Background: an optimization exercise with open tools, aiming at small area and a short achievable clock period. Do not read the settings as production practice.
Only simulation tests tie the RTL to the original design; equivalence was not proved.
Power and IR drop assume default switching activity.

Setup of red:
## uart_top
module uart_top #(
    parameter CLOCK_FREQ = 50000000,
    parameter DEFAULT_BAUD = 9600,
    parameter DATA_WIDTH = 8,
    parameter STOP_BITS = 1,
    parameter PARITY_EN = 0,
    parameter OVERSAMPLING = 16
) (
    input wire clk,
    input wire rst_n,
    input wire rx,
    output wire tx,
    input wire tx_start,
    input wire [DATA_WIDTH-1:0] tx_data,
    output wire tx_busy,
    output wire tx_done,
    output wire [DATA_WIDTH-1:0] rx_data,
    output wire rx_valid,
    input wire [15:0] baud_cfg,
    output wire frame_error,
    output wire parity_error,
    output wire overrun_error,
    output wire break_detected,
    output wire [7:0] frame_error_count,
    output wire [7:0] parity_error_count,
    output wire [7:0] overrun_error_count,
    output wire [7:0] break_count,
    output wire [15:0] bytes_received,
    output wire [15:0] packets_received,
    input wire clear_stats
);
Size in the first run: about 1300 cells after synthesis, roughly 11000 um2 of cells after synthesis.
==> flow/config.mk <==
export PLATFORM = sky130hd
export DESIGN_NAME = uart_top
export DESIGN_NICKNAME = uart_top
export VERILOG_FILES = /design/flow/design.v
export SDC_FILE = /design/flow/constraint.sdc
export NUM_CORES = 8
export LEC_CHECK = 0
export ABC_AREA = 1
export CAP_MARGIN = 20
export CORE_MARGIN = 2
export CORE_UTILIZATION = 60
export CTS_BUF_LIST = sky130_fd_sc_hd__clkbuf_8
export CTS_CLUSTER_DIAMETER = 100
export CTS_CLUSTER_SIZE = 30
export SLEW_MARGIN = 20
==> flow/constraint.sdc <==
create_clock -name core_clock -period 72.0 [get_ports {clk}]
set_input_delay 14.4000 -clock core_clock [delete_from_list [all_inputs] [get_ports {clk}]]
set_output_delay 14.4000 -clock core_clock [all_outputs]
set_load 0.01 [all_outputs]
standard.sh (not shown) runs the stock make flow with config.mk's settings and CLKGATE_MAP_FILE= SYNTH_SCRIPT=/design/flow/synth_recipe.tcl, a recipe that flattens the netlist after the stock synthesis.
==> flow/flow/run.sh <==
#!/bin/bash
# Own flow: the standard flow (standard.sh: unchanged synthesis and steps) with
#  - the port buffers that buffer_ports inserts chosen as the smallest buffer, and
#  - clock tree synthesis without dummy loads.
# make's full output goes to standard.log; ORFS keeps each step's log under orfs/logs.
export BUFFER_PORTS_ARGS="-buffer_cell sky130_fd_sc_hd__buf_1"
export CTS_ARGS="-sink_clustering_enable -repair_clock_nets -buf_list sky130_fd_sc_hd__clkbuf_8 -sink_clustering_size 30 -sink_clustering_max_diameter 100 -dont_use_dummy_load"
bash standard.sh > standard.log 2>&1
red completed; timing, DRC and antenna clean
Input-level comparison between blue and red:
==> flow/flow/run.sh <==
#!/bin/bash
export BUFFER_PORTS_ARGS="-buffer_cell sky130_fd_sc_hd__buf_1"
export CTS_ARGS="-sink_clustering_enable -repair_clock_nets -buf_list sky130_fd_sc_hd__clkbuf_16 -sink_clustering_size 100 -sink_clustering_max_diameter 1000 -dont_use_dummy_load"
bash standard.sh > standard.log 2>&1
diff --git a/flow/config.mk b/flow/config.mk
--- a/flow/config.mk
+++ b/flow/config.mk
@@ -9,5 +9,5 @@
 export CAP_MARGIN = 20
 export CORE_MARGIN = 2
-export CORE_UTILIZATION = 60
+export CORE_UTILIZATION = 40
 export CTS_BUF_LIST = sky130_fd_sc_hd__clkbuf_8
 export CTS_CLUSTER_DIAMETER = 100
Notes after the runs:
In blue the routed wire length turned out 530 um higher than in red. Looking at setup slack, blue sits 28 ps above red. blue contains fewer vias than red. In blue relative to red, half-perimeter wire length after detailed placement had gone up by a few percent. NOTE: fraction of standard cell area that is sequential in blue falls short of that of red. Die area | blue > red.

Starting RTL as in the previous note.
export LEC_CHECK = 0
export ABC_AREA = 1
export CAP_MARGIN = 20
export CORE_MARGIN = 2
export CORE_UTILIZATION = 40
export CTS_BUF_LIST = sky130_fd_sc_hd__clkbuf_8
export CTS_CLUSTER_DIAMETER = 100
export CTS_CLUSTER_SIZE = 30
export SLEW_MARGIN = 20
create_clock -name core_clock -period 72.0 [get_ports {clk}]
==> flow/flow/run.sh <==
#!/bin/bash
export BUFFER_PORTS_ARGS="-buffer_cell sky130_fd_sc_hd__buf_1"
export CTS_ARGS="-sink_clustering_enable -repair_clock_nets -buf_list sky130_fd_sc_hd__clkbuf_8 -root_buf sky130_fd_sc_hd__clkbuf_16 -sink_clustering_size 20 -sink_clustering_max_diameter 200 -sink_clustering_levels 1 -dont_use_dummy_load"
bash standard.sh > standard.log 2>&1
Then changed:
==> flow/flow/run.sh (replaced) <==
#!/bin/bash
# Own flow: the standard flow (standard.sh: unchanged synthesis and steps) with
#  - the port buffers that buffer_ports inserts chosen as the smallest buffer,
#  - clock tree synthesis without dummy loads, and
#  - the single tie-low cell from synthesis kept (it drives the constant outputs'
#    port buffers) instead of one tie cell per load.
# make's full output goes to standard.log; ORFS keeps each step's log under orfs/logs.
export BUFFER_PORTS_ARGS="-buffer_cell sky130_fd_sc_hd__buf_1"
export CTS_ARGS="-sink_clustering_enable -repair_clock_nets -buf_list sky130_fd_sc_hd__clkbuf_8 -sink_clustering_size 30 -sink_clustering_max_diameter 100 -dont_use_dummy_load"
export SKIP_REPAIR_TIE_FANOUT=1
bash standard.sh > standard.log 2>&1
After rerunning: Total power is about the same; synthesized area stays the same; design area stays flat; sequential power hardly moves; maximum frequency stays flat; worst setup slack gets worse by 0.020 ns; count of clock-buffer cells in the layout does not change; via count came out lower by 0.93%.
Then changed:
==> flow/flow/run.sh (replaced) <==
#!/bin/bash
export BUFFER_PORTS_ARGS="-buffer_cell sky130_fd_sc_hd__buf_1"
export CTS_ARGS="-sink_clustering_enable -repair_clock_nets -buf_list {sky130_fd_sc_hd__clkbuf_4 sky130_fd_sc_hd__clkbuf_8} -sink_clustering_size 30 -sink_clustering_max_diameter 100 -dont_use_dummy_load"
bash standard.sh > standard.log 2>&1
Outcome:
- clock skew fell by 0.017 ns
- worst setup slack improved by 0.011 ns
- via count rose slightly
- cell area hardly moves
- power fell slightly
- hold slack got worse by 0.010 ns
- critical path depth does not change
- synthesized area stays the same
- utilization is about the same
- non-clock buffer count fell by 1
- cell count rose slightly
Then changed:
==> flow/flow/run.sh (replaced) <==
#!/bin/bash
# Own flow: the standard flow (standard.sh: unchanged synthesis and steps) with
#  - the port buffers that buffer_ports inserts chosen as the smallest buffer, and
#  - clock tree synthesis without dummy loads.
# make's full output goes to standard.log; ORFS keeps each step's log under orfs/logs.
export BUFFER_PORTS_ARGS="-buffer_cell sky130_fd_sc_hd__buf_1"
export CTS_ARGS="-sink_clustering_enable -repair_clock_nets -buf_list sky130_fd_sc_hd__clkbuf_8 -sink_clustering_size 30 -sink_clustering_max_diameter 100 -dont_use_dummy_load"
bash standard.sh > standard.log 2>&1
=>
- The new run went through all stages and came out clean
- worst hold slack stays the same
- non-clock buffer count is unchanged
- synthesized area is unchanged
- total power does not change
- die area stays the same
- core utilization does not change
- synthesized cell count stays the same

separate check: timing with driven ports:
In the flow no input, the clock included, has a driving cell. The finished layouts below were timed again as built, in two steps.
Step 1, drivers: a clkbuf_16 drives clk and a buf_2 each remaining input, both assumed.
Step 2 adds t to the input delays and takes it off the output delays; t is the mean of the earliest and latest rising clock arrival at the registers after step 1. Input paths then give back, and output paths get back, about the clock's delay inside the block.
Three values: ideal ports, drivers, drivers and shift; two values: the first two.
run | t, ns | setup slack, ns | worst hold slack (ns) | cell pins on the clock port's net
red | 0.471 | 56.497 / 56.455 / 56.210 | 0.333 / 0.333 / 0.333 | 1
blue | 0.456 | 56.525 / 56.482 / 56.099 | 0.330 / 0.330 / 0.330 | 1
the first run of note 2 | 0.409 | 56.504 / 56.526 / 56.116 | 0.332 / 0.332 / 0.332 | 1
the second run of note 2 | 0.471 | 56.484 / 56.445 / 56.228 | 0.343 / 0.343 / 0.343 | 1
the third run of note 2 | 0.481 | 56.495 / 56.457 / 56.127 | 0.333 / 0.333 / 0.333 | 1
the fourth run of note 2 | 0.481 | 56.495 / 56.457 / 56.127 | 0.333 / 0.333 / 0.333 | 1
After both steps setup and hold are still met in every run listed. The setup slack of blue, which loses most, moves by -0.043 ns with the drivers and by -0.426 ns with both steps. Setup slack includes reset recovery checks.
